From an optimization exercise on the open Yosys and OpenROAD flow, aimed at small area; shortcuts taken in it are not production practice. Only simulation tests tie the RTL to the original design; equivalence was not proved. The clock port is modelled as an ideal driver; clocking choices that lean on that would not hold on a real chip. Power is estimated from default activity; no workload was simulated.

Setup of willow:
==> flow/design.v <==
module usb_top (gclk, reset_l, cs1_l, SYN_GEN_LD, CRC_16, TX_LOAD, TX_DATA,
                TX_LAST_BYTE, RX_LOAD, error_crc_rx, TX_READY_LD, T_lastbit,
                qualify_out, DATA, RX_READY_LD, RX_LAST_BYTE);
input        gclk;
input        reset_l;
input        cs1_l;
input        SYN_GEN_LD;
input        CRC_16;
input        TX_LOAD;
input  [7:0] TX_DATA;
input        TX_LAST_BYTE;
input        RX_LOAD;
output       error_crc_rx;
output       TX_READY_LD;
output       T_lastbit;
output [8:0] qualify_out;
output [7:0] DATA;
output       RX_READY_LD;
output       RX_LAST_BYTE;
reg        w1, w2, act2;           
reg  [7:0] sh1, sh2;
reg  [4:0] c1, c2;                 
reg        lbf, crcf;
reg  [3:0] crccnt;
reg  [4:0] pcc;
reg  [5:0] ds;                     
wire       halt = &ds;
wire       done1 = (c1 == 5'd8);
wire       done2 = (c2 == 5'd8);
wire       a1 = w1 & ~act2;
wire       a2 = w2 & act2;
wire       tcs = a1 | a2;
wire       tdo_bit = act2 ? sh2[0] : sh1[0];
wire       crc_done = CRC_16 ? (crccnt == 4'd14) : (crccnt == 4'd3);
wire       tl1 = lbf & ~(w1 | w2);
reg        tl2;
assign     T_lastbit = tl1 | tl2;
assign     TX_READY_LD = ~(w1 & w2) & ~halt;
wire       start = tcs | (CRC_16 & (T_lastbit | crcf)) | (&pcc);
always @(posedge gclk or negedge reset_l)
  if (!reset_l) begin
    w1 <= 1'b0; w2 <= 1'b0;
  end else if ((TX_LOAD | SYN_GEN_LD) & ~w1) w1 <= 1'b1;
  else if (TX_LOAD & ~w2) w2 <= 1'b1;
  else if (done1) w1 <= 1'b0;
  else if (done2) w2 <= 1'b0;
always @(posedge gclk or negedge reset_l)
  if (!reset_l) act2 <= 1'b0;
  else if (done2) act2 <= 1'b0;
  else if (done1) act2 <= 1'b1;
always @(posedge gclk or negedge reset_l)
  if (!reset_l) sh1[0] <= 1'b0;
  else if (~halt) begin
    if (SYN_GEN_LD) sh1[0] <= 1'b0;
    else if (TX_LOAD & ~w1) sh1[0] <= TX_DATA[0];
    else if (a1) sh1[0] <= sh1[1];
  end
always @(posedge gclk)
  if (~halt) begin
    if (SYN_GEN_LD) sh1[7:1] <= 7'h40;
    else if (TX_LOAD & ~w1) sh1[7:1] <= TX_DATA[7:1];
    else if (a1) sh1[7:1] <= {1'b0, sh1[7:2]};
  end
always @(posedge gclk or negedge reset_l)
  if (!reset_l) sh2 <= 8'h00;
  else if (~halt) begin
    if (TX_LOAD & ~w2 & w1) sh2 <= TX_DATA;
    else if (a2) sh2 <= {1'b0, sh2[7:1]};
  end
always @(negedge gclk or negedge reset_l)
  if (!reset_l) c1 <= 5'd0;
  else if (~halt) begin
    if (a1) c1 <= c1 + 5'd1;
    else if (done1) c1 <= 5'd0;
  end
always @(negedge gclk or negedge reset_l)
  if (!reset_l) c2 <= 5'd0;
  else if (~halt) begin
    if (a2) c2 <= c2 + 5'd1;
    else if (done2) c2 <= 5'd0;
  end
always @(negedge gclk)
  tl2 <= tl1;
always @(posedge gclk or negedge reset_l)
  if (!reset_l) lbf <= 1'b0;
  else if (TX_LAST_BYTE) lbf <= 1'b1;
  else if (T_lastbit) lbf <= 1'b0;
always @(posedge gclk or negedge reset_l)
  if (!reset_l) crcf <= 1'b0;
  else if (T_lastbit) crcf <= 1'b1;
  else if (crc_done) crcf <= 1'b0;
always @(posedge gclk or negedge reset_l)
  if (!reset_l) crccnt <= 4'd0;
  else if (crc_done) crccnt <= 4'd0;
  else if (crcf) crccnt <= crccnt + 4'd1;
always @(posedge gclk or negedge reset_l)
  if (!reset_l) pcc <= 5'd0;
  else if (tcs & ~CRC_16 & ~halt) pcc <= pcc + 5'd1;
reg start_txd, tdv, tdo, vd;
always @(posedge gclk) begin
  if (~cs1_l | ~start) ds <= 6'd0;
  else ds <= {ds[4:0], tdo_bit & ~halt};
  start_txd <= cs1_l & start;
  tdv <= start_txd;
  if (~start_txd) tdo <= 1'b1;
  else if (~ds[0]) tdo <= ~tdo;
end
always @(posedge gclk or negedge reset_l)
  if (!reset_l) vd <= 1'b0;
  else vd <= tdv;
wire send_eop = vd & ~tdv;
wire rxd = tdo & ~send_eop;
localparam S_WAIT = 3'd0, S_PID = 3'd1, S_FRAME = 3'd2, S_DEV = 3'd3,
           S_DATA = 3'd4, S_EP = 3'd5, S_CRC5 = 3'd6, S_ERR = 3'd7;
reg  [9:0] in8;                    
reg  [3:0] xc;
wire       xc_init = xc[3] & xc[2] & xc[1];
reg  [1:0] pc;
reg        sb;                     
reg        eop;
reg        en1, q0;                
wire       cs2 = (sd2 != S_WAIT) & ~q0;
reg  [2:0] state, next_state;
reg  [2:0] sd1, sd2;               
wire       pa = (state != S_WAIT);
wire       jv = ~pa & (sd1 == S_WAIT);   
wire       sync_found = jv & ((xc[3] & (in8[7:0] == 8'h54)) |
                              ((xc == 4'd6) & sb & (in8[5:0] == 6'b010100)) |
                              ((xc == 4'd7) & ~sb & (in8[6:0] == 7'b1010100)));
wire       kmode = (state == S_DEV) | (state == S_EP) | (state == S_FRAME);
wire       dc = kmode & ((in8[6:0] == 7'h00) | (in8[6:0] == 7'h7f));
wire       dec = (xc == 4'd8) & ~kmode;
wire [7:0] pid = in8[7:0];
wire       p_sof = (pid == 8'h6c);
wire       p_ios = (pid == 8'h4e) | (pid == 8'h50) | (pid == 8'h72);
wire       p_dat = (pid == 8'h28) | (pid == 8'h36);
wire       p_pre = (pid == 8'h82);
wire       p_known = p_sof | p_ios | p_dat | p_pre | (pid == 8'hd8) | (pid == 8'hc6) | (pid == 8'hfa);
always @(posedge gclk) begin
  in8 <= {in8[8:0], rxd};
  eop <= send_eop;
end
always @(posedge gclk)
  if (sync_found) pc <= 2'd0;
  else if (pc != 2'd0) pc <= (pc == 2'd3) ? pc : pc + 2'd1;
  else if ((state == S_PID) & dec) pc <= 2'd1;
always @(posedge gclk)
  if (sync_found) sb <= rxd;
always @(*) begin
  next_state = state;
  case (state)
    S_WAIT:  if (sync_found) next_state = S_PID;
    S_PID:   if (eop) next_state = S_WAIT;
             else if (dec) begin
               if (p_pre) next_state = S_PID;
               else if (p_dat) next_state = S_DATA;
               else if (p_ios) next_state = S_DEV;
               else if (p_sof) next_state = S_FRAME;
               else if (~p_known) next_state = S_ERR;
             end
    S_DEV:   if (eop) next_state = S_WAIT; else if (xc == 4'd6) next_state = S_EP;
    S_EP:    if (eop) next_state = S_WAIT; else if (xc == 4'd10) next_state = S_CRC5;
    S_FRAME: if (eop) next_state = S_WAIT; else if (xc == 4'd10) next_state = S_CRC5;
    default: if (eop) next_state = S_WAIT;
  endcase
end
always @(posedge gclk or negedge reset_l)
  if (!reset_l) state <= S_WAIT;
  else state <= next_state;
always @(posedge gclk or negedge reset_l)
  if (!reset_l) xc <= 4'd14;
  else if (sync_found) xc <= 4'd1;
  else if (pa) begin
    if (kmode) xc <= eop ? 4'd0 : (dc ? xc : xc + 4'd1);
    else if ((state == S_PID) & dec & ~eop & (p_sof | p_ios)) xc <= 4'd0;
    else if (xc != 4'd0) xc <= xc + 4'd1;
  end
  else if (sd1 != S_WAIT) xc <= 4'd1;
  else if (xc == 4'd15) xc <= 4'd8;
  else if (xc != 4'd8) xc <= xc + 4'd1;
always @(posedge gclk) begin
  sd1 <= state; sd2 <= sd1;
  en1 <= eop; q0 <= en1;
end
assign qualify_out[8] = ~xc_init & (sd2 == S_WAIT);
assign qualify_out[7] = (sd2 == S_PID);
assign qualify_out[6] = (sd2 == S_DEV);
assign qualify_out[5] = (sd2 == S_EP);
assign qualify_out[4] = (sd2 == S_CRC5);
assign qualify_out[3] = (sd2 == S_FRAME);
assign qualify_out[2] = (sd2 == S_DATA);
assign qualify_out[1] = (sd2 == S_ERR);
assign qualify_out[0] = q0;
wire rx_t4 = (pc != 2'd0) | xc[3] | xc[2];    
wire rx_t9 = (pc != 2'd0);                    
wire rx_t11 = (pc == 2'd3);                   
wire halt_rx = cs2 & rx_t9 & (in8[2] != in8[3]) &
               (in8[9:3] == 7'h00 | in8[9:3] == 7'h7f);
wire rdi = (in8[2] == in8[3]);
wire cwe = cs2 & rx_t11;
assign RX_LAST_BYTE = ~(cs2 & rx_t4);
reg  [4:0]  n5;
reg  [15:0] n16;
reg         err16;
wire        chk = qualify_out[0];
wire        si5 = ~(rdi ^ n5[4]) & cwe;
wire        si16 = ~(rdi ^ n16[15]) & cwe;
always @(posedge gclk or negedge reset_l)
  if (!reset_l) begin
    n5 <= 5'h00; n16 <= 16'h0000; err16 <= 1'b0;
  end else begin
    if (~halt_rx) begin
      n5 <= {n5[3], n5[2], n5[1] ^ si5, n5[0], cwe & ~si5};
      n16 <= {n16[14] ^ si16, n16[13:2], n16[1] ^ si16, n16[0], cwe & ~si16};
    end
    if (chk & (n16 != 16'h7ff2)) err16 <= 1'b1;
  end
wire err5 = chk & (n5 != 5'b10011);
assign error_crc_rx = qualify_out[2] ? err16 : err5;
reg [7:0] rsh;
reg [3:0] rcnt;
reg [7:0] data_out;
reg       rdy;
always @(posedge gclk)
  if (~halt_rx) rsh <= {rdi, rsh[7:1]};
always @(negedge gclk)
  if (~halt_rx) begin
    if (~cs2) rcnt <= 4'hf;
    else if (rcnt == 4'd7) rcnt <= 4'd0;
    else rcnt <= rcnt + 4'd1;
  end
always @(negedge gclk or negedge reset_l)
  if (!reset_l) begin
    data_out <= 8'h00; rdy <= 1'b0;
  end else if (rcnt == 4'd7) begin
    data_out <= rsh; rdy <= 1'b1;
  end else if (RX_LOAD) rdy <= 1'b0;
assign DATA = data_out;
assign RX_READY_LD = rdy;
endmodule
clock: 6.0 ns
lec_check: 0
cap_margin: 20
core_margin: 2
core_utilization: 40
slew_margin: 20
standard.sh (not shown) runs the stock make flow with config.mk's settings and CLKGATE_MAP_FILE= SYNTH_SCRIPT=/design/flow/synth_recipe.tcl, a recipe that flattens the netlist after the stock synthesis.
==> flow/flow/run.sh <==
#!/bin/bash
# Layout flow: ORFS synthesis with an area-oriented ABC mapping (the
# registers are the standard synthesis's: only combinational mapping
# changes), then the standard layout with the smallest port buffer
# cell and a clock tree of small buffers without dummy loads.
set -euo pipefail
W="$PWD"
make -C "$FLOW_HOME" DESIGN_CONFIG="$W/config.mk" WORK_HOME="$W/orfs" CLKGATE_MAP_FILE= \
  SYNTH_SCRIPT="$W/flow/synth.tcl" synth > "$W/synth.log" 2>&1
export BUFFER_PORTS_ARGS="-buffer_cell sky130_fd_sc_hd__buf_1"
export CTS_ARGS="-sink_clustering_enable -repair_clock_nets -dont_use_dummy_load -buf_list \"sky130_fd_sc_hd__clkbuf_2 sky130_fd_sc_hd__clkbuf_4 sky130_fd_sc_hd__clkbuf_8\" -sink_buffer_max_cap_derate 0.5"
export PRE_CTS_TCL="$W/flow/pre_cts.tcl"
bash standard.sh finish > "$W/layout.log" 2>&1
==> flow/flow/pre_cts.tcl <==
# Let the clock tree use larger leaf clusters.
set_max_fanout 40 [current_design]
==> flow/flow/synth.tcl <==
# Standard ORFS synthesis (as synth_recipe.tcl) with two changes to the
# combinational mapping only: ABC runs its default area-oriented script
# without the speed script, delay target and drive constraints, and adders
# are left to ABC instead of the half/full adder cells.
proc synth {args} { yosys synth -nofsm -noshare {*}$args }
proc abc {args} {
  set out {}
  set skip 0
  foreach a $args {
    if {$skip} { set skip 0; continue }
    if {$a eq "-script" || $a eq "-constr" || $a eq "-D"} { set skip 1; continue }
    lappend out $a
  }
  yosys abc {*}$out
}
set ::env(ADDER_MAP_FILE) ""
source $::env(SCRIPTS_DIR)/synth.tcl
# left out here: clear keep_hierarchy, flatten, clean up, hide names made inside functions, write 1_2_yosys.v
willow went all the way through the flow, and no timing, DRC or antenna check failed.
## Diff of input files: fjord against willow
-- flow/flow/run.sh --
<<< willow, line 10
export BUFFER_PORTS_ARGS="-buffer_cell sky130_fd_sc_hd__buf_1"
export CTS_ARGS="-sink_clustering_enable -repair_clock_nets -dont_use_dummy_load -buf_list \"sky130_fd_sc_hd__clkbuf_2 sky130_fd_sc_hd__clkbuf_4 sky130_fd_sc_hd__clkbuf_8\" -sink_buffer_max_cap_derate 0.5"
export PRE_CTS_TCL="$W/flow/pre_cts.tcl"
bash standard.sh finish > "$W/layout.log" 2>&1
>>> fjord, line 10
export BUFFER_PORTS_ARGS="-buffer_cell sky130_fd_sc_hd__buf_1"
export CTS_ARGS="-sink_clustering_enable -repair_clock_nets -dont_use_dummy_load -buf_list sky130_fd_sc_hd__clkbuf_16 -root_buf sky130_fd_sc_hd__clkbuf_16 -sink_clustering_size 100 -sink_clustering_max_diameter 500 -sink_buffer_max_cap_derate 1.0"
bash standard.sh finish > "$W/layout.log" 2>&1
removed: flow/flow/pre_cts.tcl
The final layouts of fjord and willow pass the timing, DRC and antenna checks. | count of cells resized by post-cts repair | willow vs fjord | ≈ equal |. fjord: share of cell area taken by flip-flops and latches is 1.8 points lower than what willow reported. In terms of number of detailed-routing iterations run before antenna repair, fjord and willow differ only marginally. fjord vs. willow: area added between synthesis and finish up 3.9 points, routed wire length on met3 down about 4%. willow → fjord: first-pass GRT wire length stayed essentially flat; power rose by 9.3%; total of fill cells in the finished design fell by 21. Per the comparison of fjord with willow, wire length moved up; register-to-register slack moved up; worst hold slack after final layout ~0 delta.
Inputs modified between fjord and garnet:
-- flow/flow/run.sh --
<<< fjord, line 10
export BUFFER_PORTS_ARGS="-buffer_cell sky130_fd_sc_hd__buf_1"
export CTS_ARGS="-sink_clustering_enable -repair_clock_nets -dont_use_dummy_load -buf_list sky130_fd_sc_hd__clkbuf_16 -root_buf sky130_fd_sc_hd__clkbuf_16 -sink_clustering_size 100 -sink_clustering_max_diameter 500 -sink_buffer_max_cap_derate 1.0"
bash standard.sh finish > "$W/layout.log" 2>&1
>>> garnet, line 10
export BUFFER_PORTS_ARGS="-buffer_cell sky130_fd_sc_hd__buf_1"
export CTS_ARGS="-sink_clustering_enable -repair_clock_nets -dont_use_dummy_load -buf_list \"sky130_fd_sc_hd__clkbuf_2 sky130_fd_sc_hd__clkbuf_4 sky130_fd_sc_hd__clkbuf_8\" -sink_buffer_max_cap_derate 0.5"
export PRE_CTS_TCL="$W/flow/pre_cts.tcl"
bash standard.sh finish > "$W/layout.log" 2>&1
==> flow/flow/pre_cts.tcl (new file) <==
# Let the clock tree use larger leaf clusters.
set_max_fanout 24 [current_design]
Notes after the runs:
The flow did not stop early for garnet: all stages ran, and the layout cleared the timing, DRC and antenna checks. Looking at fjord and garnet, the overall global routing resource usage is a wash. garnet against fjord: maximum single-stage delay on the critical path about even; cell area fell 140 µm². Hold slack: garnet vs fjord, no meaningful difference. Compared with fjord, garnet shows a lower part of the total power dissipated in the clock network. Looking at actual transition at the worst max-transition pin across fjord and garnet, the one that comes out higher is garnet. Insertion delay of the later-clocked pin in the worst-skew pair in garnet is 0.35 ns above fjord.
Changes in cedar relative to garnet:
==> flow/flow/run.sh <==
#!/bin/bash
# Layout flow: ORFS synthesis with an area-oriented ABC mapping (the
# registers are the standard synthesis's: only combinational mapping
# changes), then the standard layout with the smallest port buffer
# cell and a clock tree of small buffers without dummy loads.
set -euo pipefail
W="$PWD"
export FLOW_ABC_SCRIPT="$W/flow/abc.script"
make -C "$FLOW_HOME" DESIGN_CONFIG="$W/config.mk" WORK_HOME="$W/orfs" CLKGATE_MAP_FILE= \
  SYNTH_SCRIPT="$W/flow/synth.tcl" synth > "$W/synth.log" 2>&1
export BUFFER_PORTS_ARGS="-buffer_cell sky130_fd_sc_hd__buf_1"
export CTS_ARGS="-sink_clustering_enable -repair_clock_nets -dont_use_dummy_load -buf_list \"sky130_fd_sc_hd__clkbuf_2 sky130_fd_sc_hd__clkbuf_4 sky130_fd_sc_hd__clkbuf_8\" -sink_buffer_max_cap_derate 0.5"
bash standard.sh finish > "$W/layout.log" 2>&1
==> flow/flow/abc.script (new file) <==
strash; &get -n; &deepsyn -T 30; &put; dch -f; map -a; strash; dch -f; map -a; topo
==> flow/flow/synth.tcl <==
# Standard ORFS synthesis (as synth_recipe.tcl) with two changes to the
# combinational mapping only: ABC runs an area-oriented script (flow/abc.script,
# named by FLOW_ABC_SCRIPT) without the speed script, delay target and drive
# constraints, and adders are left to ABC instead of the half/full adder cells.
# The registers are the same as the standard synthesis's.
proc synth {args} { yosys synth -nofsm -noshare {*}$args }
proc abc {args} {
  set out {}
  set skip 0
  foreach a $args {
    if {$skip} { set skip 0; continue }
    if {$a eq "-script" || $a eq "-constr" || $a eq "-D"} { set skip 1; continue }
    lappend out $a
  }
  yosys abc -script $::env(FLOW_ABC_SCRIPT) {*}$out
}
set ::env(ADDER_MAP_FILE) ""
source $::env(SCRIPTS_DIR)/synth.tcl
# left out here: clear keep_hierarchy, flatten, clean up, hide names made inside functions, write 1_2_yosys.v
removed: flow/flow/pre_cts.tcl
==> comparison <==
cedar: flow completed, timing, DRC and antenna clean. Overall fraction of global-route tracks in use sits higher in cedar than in garnet. Sort cedar and garnet by worst-case hold slack, ascending, and garnet comes first. Part of the total power dissipated in the clock network in cedar is 0.7 points above garnet. cedar against garnet: initial core utilization up 0.49 points; number of setup buffers added after CTS level.
